This design comes from an exercise in tuning for small area and a short achievable clock period on the open sky130 flow, not from production work.
No functional check of the RTL was part of this run.
Power figures rest on the tool's default switching activity, not on a simulated workload.

[design/flow/design.v]
module full_adder(input a,b,cin,
                  output sum,co);
assign sum=a^b^cin;
assign co=(a&b)|(b&cin)|(cin&a);
endmodule
module half_adder(input a,
                  input b,
                  output sum,
                  output carry);
assign sum=a^b;
assign carry=a&b;
endmodule
module mux2_1(input h,s,en,clr,
              output d);
assign d=~clr&(en?s:h);
endmodule
module booth_enc(input b2,b1,b0,
                 output one,two,neg);
assign one=b1^b0;
assign two=(b2&~b1&~b0)|(~b2&b1&b0);
assign neg=b2&~(b1&b0);
endmodule
module booth_sel(input xj,xj1,one,two,
                 output p);
assign p=(one&xj)|(two&xj1);
endmodule
module mul_16x16(input clk,
                 input [15:0]a,
                 input [15:0]b,
                 output [31:0]c);
reg [15:0]ra,rb;
reg [62:0]s2;      
reg [31:0]p3,p4;
wire [17:-1]bx = {2'b00, rb, 1'b0};
wire one0, two0, neg0;
booth_enc be0(bx[1], bx[0], bx[-1], one0, two0, neg0);
wire [16:-1]bx0 = {neg0, ra ^ {16{neg0}}, neg0};
wire bp0_0 = (one0 & bx0[0]) | (two0 & neg0);
wire bp0_1;
booth_sel bs0_1(bx0[1], bx0[0], one0, two0, bp0_1);
wire bp0_2;
booth_sel bs0_2(bx0[2], bx0[1], one0, two0, bp0_2);
wire bp0_3;
booth_sel bs0_3(bx0[3], bx0[2], one0, two0, bp0_3);
wire bp0_4;
booth_sel bs0_4(bx0[4], bx0[3], one0, two0, bp0_4);
wire bp0_5;
booth_sel bs0_5(bx0[5], bx0[4], one0, two0, bp0_5);
wire bp0_6;
booth_sel bs0_6(bx0[6], bx0[5], one0, two0, bp0_6);
wire bp0_7;
booth_sel bs0_7(bx0[7], bx0[6], one0, two0, bp0_7);
wire bp0_8;
booth_sel bs0_8(bx0[8], bx0[7], one0, two0, bp0_8);
wire bp0_9;
booth_sel bs0_9(bx0[9], bx0[8], one0, two0, bp0_9);
wire bp0_10;
booth_sel bs0_10(bx0[10], bx0[9], one0, two0, bp0_10);
wire bp0_11;
booth_sel bs0_11(bx0[11], bx0[10], one0, two0, bp0_11);
wire bp0_12;
booth_sel bs0_12(bx0[12], bx0[11], one0, two0, bp0_12);
wire bp0_13;
booth_sel bs0_13(bx0[13], bx0[12], one0, two0, bp0_13);
wire bp0_14;
booth_sel bs0_14(bx0[14], bx0[13], one0, two0, bp0_14);
wire bp0_15;
booth_sel bs0_15(bx0[15], bx0[14], one0, two0, bp0_15);
wire bp0_16;
booth_sel bs0_16(bx0[16], bx0[15], one0, two0, bp0_16);
wire sn0 = ~neg0;
wire one1, two1, neg1;
booth_enc be1(bx[3], bx[2], bx[1], one1, two1, neg1);
wire [16:-1]bx1 = {neg1, ra ^ {16{neg1}}, neg1};
wire bp1_0 = (one1 & bx1[0]) | (two1 & neg1);
wire bp1_1;
booth_sel bs1_1(bx1[1], bx1[0], one1, two1, bp1_1);
wire bp1_2;
booth_sel bs1_2(bx1[2], bx1[1], one1, two1, bp1_2);
wire bp1_3;
booth_sel bs1_3(bx1[3], bx1[2], one1, two1, bp1_3);
wire bp1_4;
booth_sel bs1_4(bx1[4], bx1[3], one1, two1, bp1_4);
wire bp1_5;
booth_sel bs1_5(bx1[5], bx1[4], one1, two1, bp1_5);
wire bp1_6;
booth_sel bs1_6(bx1[6], bx1[5], one1, two1, bp1_6);
wire bp1_7;
booth_sel bs1_7(bx1[7], bx1[6], one1, two1, bp1_7);
wire bp1_8;
booth_sel bs1_8(bx1[8], bx1[7], one1, two1, bp1_8);
wire bp1_9;
booth_sel bs1_9(bx1[9], bx1[8], one1, two1, bp1_9);
wire bp1_10;
booth_sel bs1_10(bx1[10], bx1[9], one1, two1, bp1_10);
wire bp1_11;
booth_sel bs1_11(bx1[11], bx1[10], one1, two1, bp1_11);
wire bp1_12;
booth_sel bs1_12(bx1[12], bx1[11], one1, two1, bp1_12);
wire bp1_13;
booth_sel bs1_13(bx1[13], bx1[12], one1, two1, bp1_13);
wire bp1_14;
booth_sel bs1_14(bx1[14], bx1[13], one1, two1, bp1_14);
wire bp1_15;
booth_sel bs1_15(bx1[15], bx1[14], one1, two1, bp1_15);
wire bp1_16;
booth_sel bs1_16(bx1[16], bx1[15], one1, two1, bp1_16);
wire sn1 = ~neg1;
wire one2, two2, neg2;
booth_enc be2(bx[5], bx[4], bx[3], one2, two2, neg2);
wire [16:-1]bx2 = {neg2, ra ^ {16{neg2}}, neg2};
wire bp2_0 = (one2 & bx2[0]) | (two2 & neg2);
wire bp2_1;
booth_sel bs2_1(bx2[1], bx2[0], one2, two2, bp2_1);
wire bp2_2;
booth_sel bs2_2(bx2[2], bx2[1], one2, two2, bp2_2);
wire bp2_3;
booth_sel bs2_3(bx2[3], bx2[2], one2, two2, bp2_3);
wire bp2_4;
booth_sel bs2_4(bx2[4], bx2[3], one2, two2, bp2_4);
wire bp2_5;
booth_sel bs2_5(bx2[5], bx2[4], one2, two2, bp2_5);
wire bp2_6;
booth_sel bs2_6(bx2[6], bx2[5], one2, two2, bp2_6);
wire bp2_7;
booth_sel bs2_7(bx2[7], bx2[6], one2, two2, bp2_7);
wire bp2_8;
booth_sel bs2_8(bx2[8], bx2[7], one2, two2, bp2_8);
wire bp2_9;
booth_sel bs2_9(bx2[9], bx2[8], one2, two2, bp2_9);
wire bp2_10;
booth_sel bs2_10(bx2[10], bx2[9], one2, two2, bp2_10);
wire bp2_11;
booth_sel bs2_11(bx2[11], bx2[10], one2, two2, bp2_11);
wire bp2_12;
booth_sel bs2_12(bx2[12], bx2[11], one2, two2, bp2_12);
wire bp2_13;
booth_sel bs2_13(bx2[13], bx2[12], one2, two2, bp2_13);
wire bp2_14;
booth_sel bs2_14(bx2[14], bx2[13], one2, two2, bp2_14);
wire bp2_15;
booth_sel bs2_15(bx2[15], bx2[14], one2, two2, bp2_15);
wire bp2_16;
booth_sel bs2_16(bx2[16], bx2[15], one2, two2, bp2_16);
wire sn2 = ~neg2;
wire one3, two3, neg3;
booth_enc be3(bx[7], bx[6], bx[5], one3, two3, neg3);
wire [16:-1]bx3 = {neg3, ra ^ {16{neg3}}, neg3};
wire bp3_0 = (one3 & bx3[0]) | (two3 & neg3);
wire bp3_1;
booth_sel bs3_1(bx3[1], bx3[0], one3, two3, bp3_1);
wire bp3_2;
booth_sel bs3_2(bx3[2], bx3[1], one3, two3, bp3_2);
wire bp3_3;
booth_sel bs3_3(bx3[3], bx3[2], one3, two3, bp3_3);
wire bp3_4;
booth_sel bs3_4(bx3[4], bx3[3], one3, two3, bp3_4);
wire bp3_5;
booth_sel bs3_5(bx3[5], bx3[4], one3, two3, bp3_5);
wire bp3_6;
booth_sel bs3_6(bx3[6], bx3[5], one3, two3, bp3_6);
wire bp3_7;
booth_sel bs3_7(bx3[7], bx3[6], one3, two3, bp3_7);
wire bp3_8;
booth_sel bs3_8(bx3[8], bx3[7], one3, two3, bp3_8);
wire bp3_9;
booth_sel bs3_9(bx3[9], bx3[8], one3, two3, bp3_9);
wire bp3_10;
booth_sel bs3_10(bx3[10], bx3[9], one3, two3, bp3_10);
wire bp3_11;
booth_sel bs3_11(bx3[11], bx3[10], one3, two3, bp3_11);
wire bp3_12;
booth_sel bs3_12(bx3[12], bx3[11], one3, two3, bp3_12);
wire bp3_13;
booth_sel bs3_13(bx3[13], bx3[12], one3, two3, bp3_13);
wire bp3_14;
booth_sel bs3_14(bx3[14], bx3[13], one3, two3, bp3_14);
wire bp3_15;
booth_sel bs3_15(bx3[15], bx3[14], one3, two3, bp3_15);
wire bp3_16;
booth_sel bs3_16(bx3[16], bx3[15], one3, two3, bp3_16);
wire sn3 = ~neg3;
wire one4, two4, neg4;
booth_enc be4(bx[9], bx[8], bx[7], one4, two4, neg4);
wire [16:-1]bx4 = {neg4, ra ^ {16{neg4}}, neg4};
wire bp4_0 = (one4 & bx4[0]) | (two4 & neg4);
wire bp4_1;
booth_sel bs4_1(bx4[1], bx4[0], one4, two4, bp4_1);
wire bp4_2;
booth_sel bs4_2(bx4[2], bx4[1], one4, two4, bp4_2);
wire bp4_3;
booth_sel bs4_3(bx4[3], bx4[2], one4, two4, bp4_3);
wire bp4_4;
booth_sel bs4_4(bx4[4], bx4[3], one4, two4, bp4_4);
wire bp4_5;
booth_sel bs4_5(bx4[5], bx4[4], one4, two4, bp4_5);
wire bp4_6;
booth_sel bs4_6(bx4[6], bx4[5], one4, two4, bp4_6);
wire bp4_7;
booth_sel bs4_7(bx4[7], bx4[6], one4, two4, bp4_7);
wire bp4_8;
booth_sel bs4_8(bx4[8], bx4[7], one4, two4, bp4_8);
wire bp4_9;
booth_sel bs4_9(bx4[9], bx4[8], one4, two4, bp4_9);
wire bp4_10;
booth_sel bs4_10(bx4[10], bx4[9], one4, two4, bp4_10);
wire bp4_11;
booth_sel bs4_11(bx4[11], bx4[10], one4, two4, bp4_11);
wire bp4_12;
booth_sel bs4_12(bx4[12], bx4[11], one4, two4, bp4_12);
wire bp4_13;
booth_sel bs4_13(bx4[13], bx4[12], one4, two4, bp4_13);
wire bp4_14;
booth_sel bs4_14(bx4[14], bx4[13], one4, two4, bp4_14);
wire bp4_15;
booth_sel bs4_15(bx4[15], bx4[14], one4, two4, bp4_15);
wire bp4_16;
booth_sel bs4_16(bx4[16], bx4[15], one4, two4, bp4_16);
wire sn4 = ~neg4;
wire one5, two5, neg5;
booth_enc be5(bx[11], bx[10], bx[9], one5, two5, neg5);
wire [16:-1]bx5 = {neg5, ra ^ {16{neg5}}, neg5};
wire bp5_0 = (one5 & bx5[0]) | (two5 & neg5);
wire bp5_1;
booth_sel bs5_1(bx5[1], bx5[0], one5, two5, bp5_1);
wire bp5_2;
booth_sel bs5_2(bx5[2], bx5[1], one5, two5, bp5_2);
wire bp5_3;
booth_sel bs5_3(bx5[3], bx5[2], one5, two5, bp5_3);
wire bp5_4;
booth_sel bs5_4(bx5[4], bx5[3], one5, two5, bp5_4);
wire bp5_5;
booth_sel bs5_5(bx5[5], bx5[4], one5, two5, bp5_5);
wire bp5_6;
booth_sel bs5_6(bx5[6], bx5[5], one5, two5, bp5_6);
wire bp5_7;
booth_sel bs5_7(bx5[7], bx5[6], one5, two5, bp5_7);
wire bp5_8;
booth_sel bs5_8(bx5[8], bx5[7], one5, two5, bp5_8);
wire bp5_9;
booth_sel bs5_9(bx5[9], bx5[8], one5, two5, bp5_9);
wire bp5_10;
booth_sel bs5_10(bx5[10], bx5[9], one5, two5, bp5_10);
wire bp5_11;
booth_sel bs5_11(bx5[11], bx5[10], one5, two5, bp5_11);
wire bp5_12;
booth_sel bs5_12(bx5[12], bx5[11], one5, two5, bp5_12);
wire bp5_13;
booth_sel bs5_13(bx5[13], bx5[12], one5, two5, bp5_13);
wire bp5_14;
booth_sel bs5_14(bx5[14], bx5[13], one5, two5, bp5_14);
wire bp5_15;
booth_sel bs5_15(bx5[15], bx5[14], one5, two5, bp5_15);
wire bp5_16;
booth_sel bs5_16(bx5[16], bx5[15], one5, two5, bp5_16);
wire sn5 = ~neg5;
wire one6, two6, neg6;
booth_enc be6(bx[13], bx[12], bx[11], one6, two6, neg6);
wire [16:-1]bx6 = {neg6, ra ^ {16{neg6}}, neg6};
wire bp6_0 = (one6 & bx6[0]) | (two6 & neg6);
wire bp6_1;
booth_sel bs6_1(bx6[1], bx6[0], one6, two6, bp6_1);
wire bp6_2;
booth_sel bs6_2(bx6[2], bx6[1], one6, two6, bp6_2);
wire bp6_3;
booth_sel bs6_3(bx6[3], bx6[2], one6, two6, bp6_3);
wire bp6_4;
booth_sel bs6_4(bx6[4], bx6[3], one6, two6, bp6_4);
wire bp6_5;
booth_sel bs6_5(bx6[5], bx6[4], one6, two6, bp6_5);
wire bp6_6;
booth_sel bs6_6(bx6[6], bx6[5], one6, two6, bp6_6);
wire bp6_7;
booth_sel bs6_7(bx6[7], bx6[6], one6, two6, bp6_7);
wire bp6_8;
booth_sel bs6_8(bx6[8], bx6[7], one6, two6, bp6_8);
wire bp6_9;
booth_sel bs6_9(bx6[9], bx6[8], one6, two6, bp6_9);
wire bp6_10;
booth_sel bs6_10(bx6[10], bx6[9], one6, two6, bp6_10);
wire bp6_11;
booth_sel bs6_11(bx6[11], bx6[10], one6, two6, bp6_11);
wire bp6_12;
booth_sel bs6_12(bx6[12], bx6[11], one6, two6, bp6_12);
wire bp6_13;
booth_sel bs6_13(bx6[13], bx6[12], one6, two6, bp6_13);
wire bp6_14;
booth_sel bs6_14(bx6[14], bx6[13], one6, two6, bp6_14);
wire bp6_15;
booth_sel bs6_15(bx6[15], bx6[14], one6, two6, bp6_15);
wire bp6_16;
booth_sel bs6_16(bx6[16], bx6[15], one6, two6, bp6_16);
wire sn6 = ~neg6;
wire one7, two7, neg7;
booth_enc be7(bx[15], bx[14], bx[13], one7, two7, neg7);
wire [16:-1]bx7 = {neg7, ra ^ {16{neg7}}, neg7};
wire bp7_0 = (one7 & bx7[0]) | (two7 & neg7);
wire bp7_1;
booth_sel bs7_1(bx7[1], bx7[0], one7, two7, bp7_1);
wire bp7_2;
booth_sel bs7_2(bx7[2], bx7[1], one7, two7, bp7_2);
wire bp7_3;
booth_sel bs7_3(bx7[3], bx7[2], one7, two7, bp7_3);
wire bp7_4;
booth_sel bs7_4(bx7[4], bx7[3], one7, two7, bp7_4);
wire bp7_5;
booth_sel bs7_5(bx7[5], bx7[4], one7, two7, bp7_5);
wire bp7_6;
booth_sel bs7_6(bx7[6], bx7[5], one7, two7, bp7_6);
wire bp7_7;
booth_sel bs7_7(bx7[7], bx7[6], one7, two7, bp7_7);
wire bp7_8;
booth_sel bs7_8(bx7[8], bx7[7], one7, two7, bp7_8);
wire bp7_9;
booth_sel bs7_9(bx7[9], bx7[8], one7, two7, bp7_9);
wire bp7_10;
booth_sel bs7_10(bx7[10], bx7[9], one7, two7, bp7_10);
wire bp7_11;
booth_sel bs7_11(bx7[11], bx7[10], one7, two7, bp7_11);
wire bp7_12;
booth_sel bs7_12(bx7[12], bx7[11], one7, two7, bp7_12);
wire bp7_13;
booth_sel bs7_13(bx7[13], bx7[12], one7, two7, bp7_13);
wire bp7_14;
booth_sel bs7_14(bx7[14], bx7[13], one7, two7, bp7_14);
wire bp7_15;
booth_sel bs7_15(bx7[15], bx7[14], one7, two7, bp7_15);
wire bp7_16;
booth_sel bs7_16(bx7[16], bx7[15], one7, two7, bp7_16);
wire sn7 = ~neg7;
wire b8_0 = rb[15] & ra[0];
wire b8_1 = rb[15] & ra[1];
wire b8_2 = rb[15] & ra[2];
wire b8_3 = rb[15] & ra[3];
wire b8_4 = rb[15] & ra[4];
wire b8_5 = rb[15] & ra[5];
wire b8_6 = rb[15] & ra[6];
wire b8_7 = rb[15] & ra[7];
wire b8_8 = rb[15] & ra[8];
wire b8_9 = rb[15] & ra[9];
wire b8_10 = rb[15] & ra[10];
wire b8_11 = rb[15] & ra[11];
wire b8_12 = rb[15] & ra[12];
wire b8_13 = rb[15] & ra[13];
wire b8_14 = rb[15] & ra[14];
wire b8_15 = rb[15] & ra[15];
wire s1, c2;
half_adder ha2(1'b1, b8_1, s1, c2);
wire s3, c4;
half_adder ha4(1'b1, b8_2, s3, c4);
wire s5, c6;
half_adder ha6(neg5, bp0_10, s5, c6);
wire s7, c8;
half_adder ha8(bp0_11, bp1_9, s7, c8);
wire s9, c10;
full_adder fa10(neg6, bp0_12, bp1_10, s9, c10);
wire s11, c12;
half_adder ha12(bp2_8, bp3_6, s11, c12);
wire s13, c14;
full_adder fa14(bp0_13, bp1_11, bp2_9, s13, c14);
wire s15, c16;
half_adder ha16(bp3_7, bp4_5, s15, c16);
wire s17, c18;
full_adder fa18(neg7, bp0_14, bp1_12, s17, c18);
wire s19, c20;
full_adder fa20(bp2_10, bp3_8, bp4_6, s19, c20);
wire s21, c22;
half_adder ha22(bp5_4, bp6_2, s21, c22);
wire s23, c24;
full_adder fa24(bp0_15, bp1_13, bp2_11, s23, c24);
wire s25, c26;
full_adder fa26(bp3_9, bp4_7, bp5_5, s25, c26);
wire s27, c28;
half_adder ha28(bp6_3, bp7_1, s27, c28);
wire s29, c30;
full_adder fa30(b8_0, bp0_16, bp1_14, s29, c30);
wire s31, c32;
full_adder fa32(bp2_12, bp3_10, bp4_8, s31, c32);
wire s33, c34;
full_adder fa34(bp5_6, bp6_4, bp7_2, s33, c34);
wire s35, c36;
full_adder fa36(sn0, s1, bp1_15, s35, c36);
wire s37, c38;
full_adder fa38(bp2_13, bp3_11, bp4_9, s37, c38);
wire s39, c40;
full_adder fa40(bp5_7, bp6_5, bp7_3, s39, c40);
wire s41, c42;
full_adder fa42(c2, s3, bp1_16, s41, c42);
wire s43, c44;
full_adder fa44(bp2_14, bp3_12, bp4_10, s43, c44);
wire s45, c46;
full_adder fa46(bp5_8, bp6_6, bp7_4, s45, c46);
wire s47, c48;
full_adder fa48(b8_3, sn1, c4, s47, c48);
wire s49, c50;
full_adder fa50(bp2_15, bp3_13, bp4_11, s49, c50);
wire s51, c52;
full_adder fa52(bp5_9, bp6_7, bp7_5, s51, c52);
wire s53, c54;
full_adder fa54(1'b1, b8_4, bp2_16, s53, c54);
wire s55, c56;
full_adder fa56(bp3_14, bp4_12, bp5_10, s55, c56);
wire s57, c58;
half_adder ha58(bp6_8, bp7_6, s57, c58);
wire s59, c60;
full_adder fa60(b8_5, sn2, bp3_15, s59, c60);
wire s61, c62;
full_adder fa62(bp4_13, bp5_11, bp6_9, s61, c62);
wire s63, c64;
full_adder fa64(1'b1, b8_6, bp3_16, s63, c64);
wire s65, c66;
half_adder ha66(bp4_14, bp5_12, s65, c66);
wire s67, c68;
full_adder fa68(b8_7, sn3, bp4_15, s67, c68);
wire s69, c70;
half_adder ha70(1'b1, b8_8, s69, c70);
wire s71, c72;
half_adder ha72(neg3, bp0_6, s71, c72);
wire s73, c74;
half_adder ha74(bp0_7, bp1_5, s73, c74);
wire s75, c76;
full_adder fa76(neg4, bp0_8, bp1_6, s75, c76);
wire s77, c78;
half_adder ha78(bp2_4, bp3_2, s77, c78);
wire s79, c80;
full_adder fa80(bp0_9, bp1_7, bp2_5, s79, c80);
wire s81, c82;
half_adder ha82(bp3_3, bp4_1, s81, c82);
wire s83, c84;
full_adder fa84(bp1_8, bp2_6, bp3_4, s83, c84);
wire s85, c86;
full_adder fa86(bp4_2, bp5_0, s5, s85, c86);
wire s87, c88;
full_adder fa88(bp2_7, bp3_5, bp4_3, s87, c88);
wire s89, c90;
full_adder fa90(bp5_1, c6, s7, s89, c90);
wire s91, c92;
full_adder fa92(bp4_4, bp5_2, bp6_0, s91, c92);
wire s93, c94;
full_adder fa94(c8, s11, s9, s93, c94);
wire s95, c96;
full_adder fa96(bp5_3, bp6_1, c12, s95, c96);
wire s97, c98;
full_adder fa98(s15, c10, s13, s97, c98);
wire s99, c100;
full_adder fa100(bp7_0, c16, s21, s99, c100);
wire s101, c102;
full_adder fa102(c14, s17, s19, s101, c102);
wire s103, c104;
full_adder fa104(c22, s27, c18, s103, c104);
wire s105, c106;
full_adder fa106(c20, s23, s25, s105, c106);
wire s107, c108;
full_adder fa108(c28, c24, c26, s107, c108);
wire s109, c110;
full_adder fa110(s29, s31, s33, s109, c110);
wire s111, c112;
full_adder fa112(c30, c32, c34, s111, c112);
wire s113, c114;
full_adder fa114(s35, s37, s39, s113, c114);
wire s115, c116;
full_adder fa116(c36, c38, c40, s115, c116);
wire s117, c118;
full_adder fa118(s41, s43, s45, s117, c118);
wire s119, c120;
full_adder fa120(s47, c42, c44, s119, c120);
wire s121, c122;
full_adder fa122(c46, s49, s51, s121, c122);
wire s123, c124;
full_adder fa124(s57, c48, c50, s123, c124);
wire s125, c126;
full_adder fa126(c52, s53, s55, s125, c126);
wire s127, c128;
full_adder fa128(bp7_7, c58, c54, s127, c128);
wire s129, c130;
full_adder fa130(c56, s59, s61, s129, c130);
wire s131, c132;
full_adder fa132(bp6_10, bp7_8, s65, s131, c132);
wire s133, c134;
full_adder fa134(c60, c62, s63, s133, c134);
wire s135, c136;
full_adder fa136(bp5_13, bp6_11, bp7_9, s135, c136);
wire s137, c138;
full_adder fa138(c66, c64, s67, s137, c138);
wire s139, c140;
full_adder fa140(s69, bp4_16, bp5_14, s139, c140);
wire s141, c142;
full_adder fa142(bp6_12, bp7_10, c68, s141, c142);
wire s143, c144;
full_adder fa144(b8_9, sn4, c70, s143, c144);
wire s145, c146;
full_adder fa146(bp5_15, bp6_13, bp7_11, s145, c146);
wire s147, c148;
full_adder fa148(1'b1, b8_10, bp5_16, s147, c148);
wire s149, c150;
half_adder ha150(bp6_14, bp7_12, s149, c150);
wire s151, c152;
full_adder fa152(b8_11, sn5, bp6_15, s151, c152);
wire s153, c154;
half_adder ha154(1'b1, b8_12, s153, c154);
wire s155, c156;
half_adder ha156(neg2, bp0_4, s155, c156);
wire s157, c158;
half_adder ha158(bp0_5, bp1_3, s157, c158);
wire s159, c160;
full_adder fa160(bp1_4, bp2_2, bp3_0, s159, c160);
wire s161, c162;
full_adder fa162(bp2_3, bp3_1, c72, s161, c162);
wire s163, c164;
full_adder fa164(bp4_0, c74, s77, s163, c164);
wire s165, c166;
full_adder fa166(c78, s81, c76, s165, c166);
wire s167, c168;
full_adder fa168(c82, c80, s83, s167, c168);
wire s169, c170;
full_adder fa170(c84, s87, c86, s169, c170);
wire s171, c172;
full_adder fa172(c88, s91, c90, s171, c172);
wire s173, c174;
full_adder fa174(c92, s95, c94, s173, c174);
wire s175, c176;
full_adder fa176(c96, s99, c98, s175, c176);
wire s177, c178;
full_adder fa178(c100, c102, s103, s177, c178);
wire s179, c180;
full_adder fa180(c104, c106, s107, s179, c180);
wire s181, c182;
full_adder fa182(c108, c110, s111, s181, c182);
wire s183, c184;
full_adder fa184(c112, c114, s115, s183, c184);
wire s185, c186;
full_adder fa186(c116, c118, s119, s185, c186);
wire s187, c188;
full_adder fa188(c120, c122, s123, s187, c188);
wire s189, c190;
full_adder fa190(c124, c126, s127, s189, c190);
wire s191, c192;
full_adder fa192(s131, c128, c130, s191, c192);
wire s193, c194;
full_adder fa194(s135, c132, c134, s193, c194);
wire s195, c196;
full_adder fa196(c136, s139, c138, s195, c196);
wire s197, c198;
full_adder fa198(s143, c140, s145, s197, c198);
wire s199, c200;
full_adder fa200(s149, c144, c146, s199, c200);
wire s201, c202;
full_adder fa202(bp7_13, c150, c148, s201, c202);
wire s203, c204;
full_adder fa204(s153, bp6_16, bp7_14, s203, c204);
wire s205, c206;
full_adder fa206(b8_13, sn6, c154, s205, c206);
wire s207, c208;
half_adder ha208(1'b1, b8_14, s207, c208);
wire s209, c210;
half_adder ha210(neg1, bp0_2, s209, c210);
wire s211, c212;
half_adder ha212(bp0_3, bp1_1, s211, c212);
wire s213, c214;
full_adder fa214(bp1_2, bp2_0, s155, s213, c214);
wire s215, c216;
full_adder fa216(bp2_1, c156, s157, s215, c216);
wire s217, c218;
full_adder fa218(c158, s71, s159, s217, c218);
wire s219, c220;
full_adder fa220(s73, c160, s161, s219, c220);
wire s221, c222;
full_adder fa222(s75, c162, s163, s221, c222);
wire s223, c224;
full_adder fa224(s79, c164, s165, s223, c224);
wire s225, c226;
full_adder fa226(s85, c166, s167, s225, c226);
wire s227, c228;
full_adder fa228(s89, c168, s169, s227, c228);
wire s229, c230;
full_adder fa230(s93, c170, s171, s229, c230);
wire s231, c232;
full_adder fa232(s97, c172, s173, s231, c232);
wire s233, c234;
full_adder fa234(s101, c174, s175, s233, c234);
wire s235, c236;
full_adder fa236(s105, c176, s177, s235, c236);
wire s237, c238;
full_adder fa238(s109, c178, s179, s237, c238);
wire s239, c240;
full_adder fa240(s113, c180, s181, s239, c240);
wire s241, c242;
full_adder fa242(s117, c182, s183, s241, c242);
wire s243, c244;
full_adder fa244(s121, c184, s185, s243, c244);
wire s245, c246;
full_adder fa246(s125, c186, s187, s245, c246);
wire s247, c248;
full_adder fa248(s129, c188, s189, s247, c248);
wire s249, c250;
full_adder fa250(s133, c190, s191, s249, c250);
wire s251, c252;
full_adder fa252(s137, c192, s193, s251, c252);
wire s253, c254;
full_adder fa254(s141, c194, s195, s253, c254);
wire s255, c256;
full_adder fa256(s197, c142, c196, s255, c256);
wire s257, c258;
full_adder fa258(s147, c198, s199, s257, c258);
wire s259, c260;
full_adder fa260(s151, c200, s201, s259, c260);
wire s261, c262;
full_adder fa262(s203, c152, c202, s261, c262);
wire s263, c264;
full_adder fa264(bp7_15, s205, c204, s263, c264);
wire s265, c266;
full_adder fa266(s207, bp7_16, c206, s265, c266);
wire s267, c268;
full_adder fa268(b8_15, sn7, c208, s267, c268);
wire [62:0]s2_d;
assign s2_d[0] = neg0;    
assign s2_d[1] = bp0_0;    
assign s2_d[2] = bp0_1;    
assign s2_d[3] = s209;    
assign s2_d[4] = bp1_0;    
assign s2_d[5] = c210;    
assign s2_d[6] = s211;    
assign s2_d[7] = c212;    
assign s2_d[8] = s213;    
assign s2_d[9] = c214;    
assign s2_d[10] = s215;    
assign s2_d[11] = c216;    
assign s2_d[12] = s217;    
assign s2_d[13] = c218;    
assign s2_d[14] = s219;    
assign s2_d[15] = c220;    
assign s2_d[16] = s221;    
assign s2_d[17] = c222;    
assign s2_d[18] = s223;    
assign s2_d[19] = c224;    
assign s2_d[20] = s225;    
assign s2_d[21] = c226;    
assign s2_d[22] = s227;    
assign s2_d[23] = c228;    
assign s2_d[24] = s229;    
assign s2_d[25] = c230;    
assign s2_d[26] = s231;    
assign s2_d[27] = c232;    
assign s2_d[28] = s233;    
assign s2_d[29] = c234;    
assign s2_d[30] = s235;    
assign s2_d[31] = c236;    
assign s2_d[32] = s237;    
assign s2_d[33] = c238;    
assign s2_d[34] = s239;    
assign s2_d[35] = c240;    
assign s2_d[36] = s241;    
assign s2_d[37] = c242;    
assign s2_d[38] = s243;    
assign s2_d[39] = c244;    
assign s2_d[40] = s245;    
assign s2_d[41] = c246;    
assign s2_d[42] = s247;    
assign s2_d[43] = c248;    
assign s2_d[44] = s249;    
assign s2_d[45] = c250;    
assign s2_d[46] = s251;    
assign s2_d[47] = c252;    
assign s2_d[48] = s253;    
assign s2_d[49] = c254;    
assign s2_d[50] = s255;    
assign s2_d[51] = c256;    
assign s2_d[52] = s257;    
assign s2_d[53] = c258;    
assign s2_d[54] = s259;    
assign s2_d[55] = c260;    
assign s2_d[56] = s261;    
assign s2_d[57] = c262;    
assign s2_d[58] = s263;    
assign s2_d[59] = c264;    
assign s2_d[60] = s265;    
assign s2_d[61] = c266;    
assign s2_d[62] = s267;    
wire [31:0]x3 = {s2[61], s2[59], s2[57], s2[55], s2[53], s2[51], s2[49], s2[47], s2[45], s2[43], s2[41], s2[39], s2[37], s2[35], s2[33], s2[31], s2[29], s2[27], s2[25], s2[23], s2[21], s2[19], s2[17], s2[15], s2[13], s2[11], s2[9], s2[7], s2[5], s2[3], s2[2], s2[0]};
wire [31:0]y3 = {s2[62], s2[60], s2[58], s2[56], s2[54], s2[52], s2[50], s2[48], s2[46], s2[44], s2[42], s2[40], s2[38], s2[36], s2[34], s2[32], s2[30], s2[28], s2[26], s2[24], s2[22], s2[20], s2[18], s2[16], s2[14], s2[12], s2[10], s2[8], s2[6], s2[4], 1'b0, s2[1]};
always @(posedge clk)
 begin
  ra<=a;
  rb<=b;
  s2<=s2_d;
  p3<=x3+y3;
  p4<=p3;
 end
assign c=p4;
endmodule
module accumulator(input clk,en,clr,
                   input [31:0]a,
                   output [39:0]c);
reg [39:0]acc;
wire [39:0]sum=acc+{8'b0,a};
wire [39:0]d;
genvar i;
generate
 for (i=0;i<40;i=i+1)
  begin : sel
   mux2_1 m(acc[i],sum[i],en,clr,d[i]);
  end
endgenerate
always @(posedge clk)
  acc <= d;
assign c = acc;
endmodule
module mac_unit(input clk,en,clr,
                input [15:0]a,b,
                output [39:0]c);
wire [31:0]temp1;
mul_16x16 m1(clk,a,b,temp1);
accumulator a1(clk,en,clr,temp1,c);
endmodule
[design/flow/flow/run.sh]
#!/bin/bash
# The standard layout (standard.sh), with these changes:
#  - the port buffers are chosen here (flow/ports.tcl, run before global placement):
#    buf_1 on the inputs, buf_2 on the outputs, and the accumulator flip-flops
#    that drive the outputs sized to dfxtp_2;
#  - setup repair aims for 9.7 ns of slack at the design's clock period.
# ORFS writes each step's full log under orfs/logs/; make's own output goes to standard.log.
export DONT_BUFFER_PORTS=1
export PRE_GLOBAL_PLACE_TCL=$PWD/flow/ports.tcl
export SETUP_SLACK_MARGIN=9.7
bash standard.sh > standard.log 2>&1
[design/flow/flow/ports.tcl]
# Port buffers (in place of ORFS's buffer_ports call), and the output flip-flops' size.
buffer_ports -inputs -buffer_cell sky130_fd_sc_hd__buf_1
buffer_ports -outputs -buffer_cell sky130_fd_sc_hd__buf_2
foreach inst [get_cells {a1.acc*}] {
  replace_cell $inst sky130_fd_sc_hd__dfxtp_2
}
[design/flow/standard.sh]
#!/bin/bash
# synth_recipe.tcl (not shown) runs the flow's synth.tcl, then flattens the netlist and writes it again
# the make line also repeats each setting of config.mk as NAME=value (left out here)
make -C /OpenROAD-flow-scripts/flow DESIGN_CONFIG=/design/flow/config.mk WORK_HOME=/design/flow/orfs CLKGATE_MAP_FILE= SYNTH_SCRIPT=/design/flow/synth_recipe.tcl "${@:-finish}"
[design/flow/config.mk]
export PLATFORM = sky130hd
export DESIGN_NAME = mac_unit
export DESIGN_NICKNAME = mac_unit
export VERILOG_FILES = /design/flow/design.v
export SDC_FILE = /design/flow/constraint.sdc
export NUM_CORES = 4
export LEC_CHECK = 0
export CAP_MARGIN = 20
export CORE_MARGIN = 2
export CORE_UTILIZATION = 40
export CTS_BUF_LIST = sky130_fd_sc_hd__clkbuf_8
export SLEW_MARGIN = 20
export SYNTH_HIERARCHICAL = 1
export SYNTH_MINIMUM_KEEP_SIZE = 0
[design/flow/constraint.sdc]
create_clock -name core_clock -period 13.5 [get_ports {clk}]
set_input_delay 2.7000 -clock core_clock [delete_from_list [all_inputs] [get_ports {clk}]]
set_output_delay 2.7000 -clock core_clock [all_outputs]
set_load 0.01 [all_outputs]
==> flow_summary.ini <==
[run_status]
status = no timing/DRC/antenna violations

[power]
ir_worst_vdd_uv = 99.13
p_leak_nw = 6.565
power_density_nw_per_um2 = 219.6

[yosys]
seq_area_frac_synth_pct = 28.89
synth_top_area_share_pct = 28.89
synth-seq-cells = 199
ys_async_sr_fraction_pct = 0
postSynthAreaPerCell_um2 = 10.34
synth-main-ff-cell = dfxtp_1
synth_top_family_by_area = adder cells
synth-simple-area-share_pct = 8.494
netlist_top_cells_count = dfxtp_1 (199), xor2_1 (154), a22o_1 (128), fa_1 (113), ha_1 (93)
muxShareOfSynthArea_pct = 2.976
yosysTopAreaCell = dfxtp_1
synth_enable_flop_cells = 0
synth-compound-area-share_pct = 20.24
syn_area_um2 = 13790
yosysWarnings = 8
syn_inst = 1334
synthXorXnorAreaFrac_pct = 11.94
synth.most_common_cell = dfxtp_1
synth_fa_ha_area_share_pct = 24.85
yosys-top-cells-area = dfxtp_1 (29%), fa_1 (16%), xor2_1 (9.8%)
ys_types = 70

[global_route]
grt_pass1_vias = 9655
grt_pass1_wl_um = 51670
antenna_found_initial = 0
grt_max_degree = 41
overflow = 0
grt_usage_pct = 18.10

[detailed_routing]
detailroute.via_count = 9617
drtPass1Iterations = 4
drt_wl_total_um = 31570
antenna_left = 0
drt-initial-drc-count = 550
vias_per_cell = 5.424
detail_route.drc_violations = 0
routedWlPerCell_um = 17.81

[sta]
worst_clock_skew_ns = 0.01737
setup_viol = 0
worstMarginPinSlew_ns = 0.8399
slew-limit-headroom_pct = 44.01
finalCriticalPeriod_ns = 3.656
rsz0062_at_grt = no
setup-tns-final_ns = 0
slew_viol_final = 0
finalHoldViolCount = 0
fmaxAchievable_ghz = 0.2735
fin_crit_sh_pct = 27.08

[setup_path]
critPathMaxFanout = 8
setup.worst_path.end_class = primary output
start_kind = flip-flop
path_class = reg2out
critPathRequiredTime_ns = 10.80
arrival_ns = 0.96

[cts]
cts_tree = done
clk_pin_slew_ns = 0.12
post_cts_buffers = 0
cts.sinks = 199
cts-root-buf = clkbuf_8
cts_buffers = 17
cts.path.max_buffers = 2
clk-insertion-delay-late_ns = 0.50
cts_htree_levels = 4

[die]
dieArea_um2 = 35970
die_w_um = 189.7
start_util_pct = 40.91
core_area_um2 = 33700
rows = 67
ios = 75
die_y_um = 189.7

[finish]
fillCellCount = 3228
drive_gt1_share_pct = 8.679
area_delta_synth_final_pct = 6.470
post-route-util_pct = 43.56
antenna_cells = 0
final_nets = 1553

[run]
drv_cap = 0

[placed_design]
dpl.hpwl_um = 24280
gp_congestion = 0.8795
port_buffers = 74

[min_path]
hold_path_class = reg2reg
## Yosys stat by module, one instance, submodules excluded, a selection
module,area (um^2),times used
mul_16x16,6442,1
accumulator,2826,1
full_adder,20.02,112
half_adder,12.51,22
booth_enc,41.29,8
booth_sel,8.758,128
mux2_1,13.76,40
## cells by family (layout without fill, tap and decap cells)
| kind of cell | count (synthesis) | count (layout) |
|---|---|---|
| AO/OA/AOI/OAI | 369 | 369 |
| AND/OR/NAND/NOR | 242 | 243 |
| adder cells (fa/ha/maj) | 206 | 206 |
| flip-flops | 199 | 199 |
| XOR/XNOR | 188 | 188 |
| buffers and inverters | 87 | 68 |
| multiplexers | 41 | 41 |
| other | 2 | 11 |
## report_power, final
part / leakage (nW) / internal [mW] / switching, mW / total (mW)
clock: 0.208 / 0.145 / 0.241 / 0.386
sequential: 1.68 / 0.839 / 0.132 / 0.970
combinational: 4.67 / 0.815 / 1.05 / 1.87
## final cells by class
| type | count | area (um^2) | share of cell area, % |
|---|---|---|---|
| clock inverter | 14 | 152.6 | 1.040 |
| multi-input combinational | 1058 | 9519 | 64.84 |
| inverter | 28 | 105.1 | 0.7159 |
| sequential | 199 | 4035 | 27.49 |
| timing repair buffer | 8 | 60.06 | 0.4091 |
| clock buffer | 18 | 247.7 | 1.688 |
| tap | 448 | 560.5 | 3.818 |
## path summary, 6_finish.rpt
path | start | to | slack, ns | cells after the start
worst max register to register | m1.rb[3]$_DFF_P_ | m1.s2[38]$_DFF_P_ | 9.95 | 9
worst min-delay path | m1.p3[19]$_DFF_P_ | m1.p4[19]$_DFF_P_ | 0.34 | 0
worst min register to register | m1.p3[19]$_DFF_P_ | m1.p4[19]$_DFF_P_ | 0.34 | 0
worst max-delay path | a1.acc[32]$_DFF_P_ | c[32] | 9.84 | 0
## metrics by stage
step	cell area (um^2)	total power, mW	cells	setup slack (ns)	hold slack, ns
floorplan	13830	2.436	1343	9.747	0.3096
global placement	14260	2.814	1740	9.495	0.3115
detailed placement	14260	2.845	1740	9.435	0.3121
CTS	14670	3.245	1772	9.750	0.3330
global route	14680	3.548	1773	9.759	0.3306
finish	14680	3.224	1773	9.844	0.3357
## worst register-to-register path: stages, from the launching register on
cell	delay (ns)
dfxtp_1	0.41
ha_1	0.25
nor2b_2	0.10
buf_4	0.31
xor2_1	0.16
a22o_1	0.28
fa_1	0.57
fa_1	0.45
fa_1	0.53
fa_1	0.40
## sequential cells by signal, indices dropped and copies added, names as in the netlist
name	cells
m1.rb	16
a1.acc	40
m1.s2	63
m1.p4	32
m1.ra	16
m1.p3	32
## cells in the final DEF (no fill, tap or decap), types with 41 or more instances in the layout
| cell type | instances |
|---|---|
| dfxtp_1 | 158 |
| xor2_1 | 154 |
| a22o_1 | 128 |
| fa_1 | 113 |
| ha_1 | 93 |
| nor2_1 | 76 |
| a21oi_1 | 62 |
| nand2_1 | 56 |
| o21ai_0 | 42 |
| mux2i_1 | 41 |
| dfxtp_2 | 41 |
## metal layers
metal	vias up	global-route usage [%]	wire length, um
met2	221	28.26	14050
met3	29	3.560	1521
met5	-	0	0
met1	4645	25.68	15580
met4	0	4.681	423
li1	4722	-	-
## repair_timing
item | 4_1_cts | 5_1_grt
setup endpoints to repair | 21 | 9
resized for setup | 1 | 1
endpoints found under the hold margin | 0 | 0
hold buffers | 0 | 0
gates cloned | 0 | 1

==> afterwards: timing with drivers on the ports <==
The flow's constraints put no driver on any port. The routed layout listed below was extracted and timed again, unchanged, in two steps.
Step 1: set_driving_cell puts a clkbuf_16 on clk and a buf_2 on each other input, an assumption about the parent block.
Step 2, shift: input delay + t, output delay - t, t = (earliest + latest rising clock arrival at the registers) / 2. This alone moves slack from input paths to output paths.
Slacks: ideal ports / drivers / drivers and shift; pairs: ideal ports / drivers.
t (ns): 0.537
setup slack, ns: 9.844 / 9.802 / 9.461
hold slack, ns: 0.336 / 0.336 / 0.336
clock arrival spread, ns: 0.019 / 0.018
worst register clock-pin slew, ns: 0.12 / 0.12
After both steps this run still meets setup and hold. For this run, drivers alone change the setup slack by -0.042 ns; drivers and shift together by -0.383 ns.
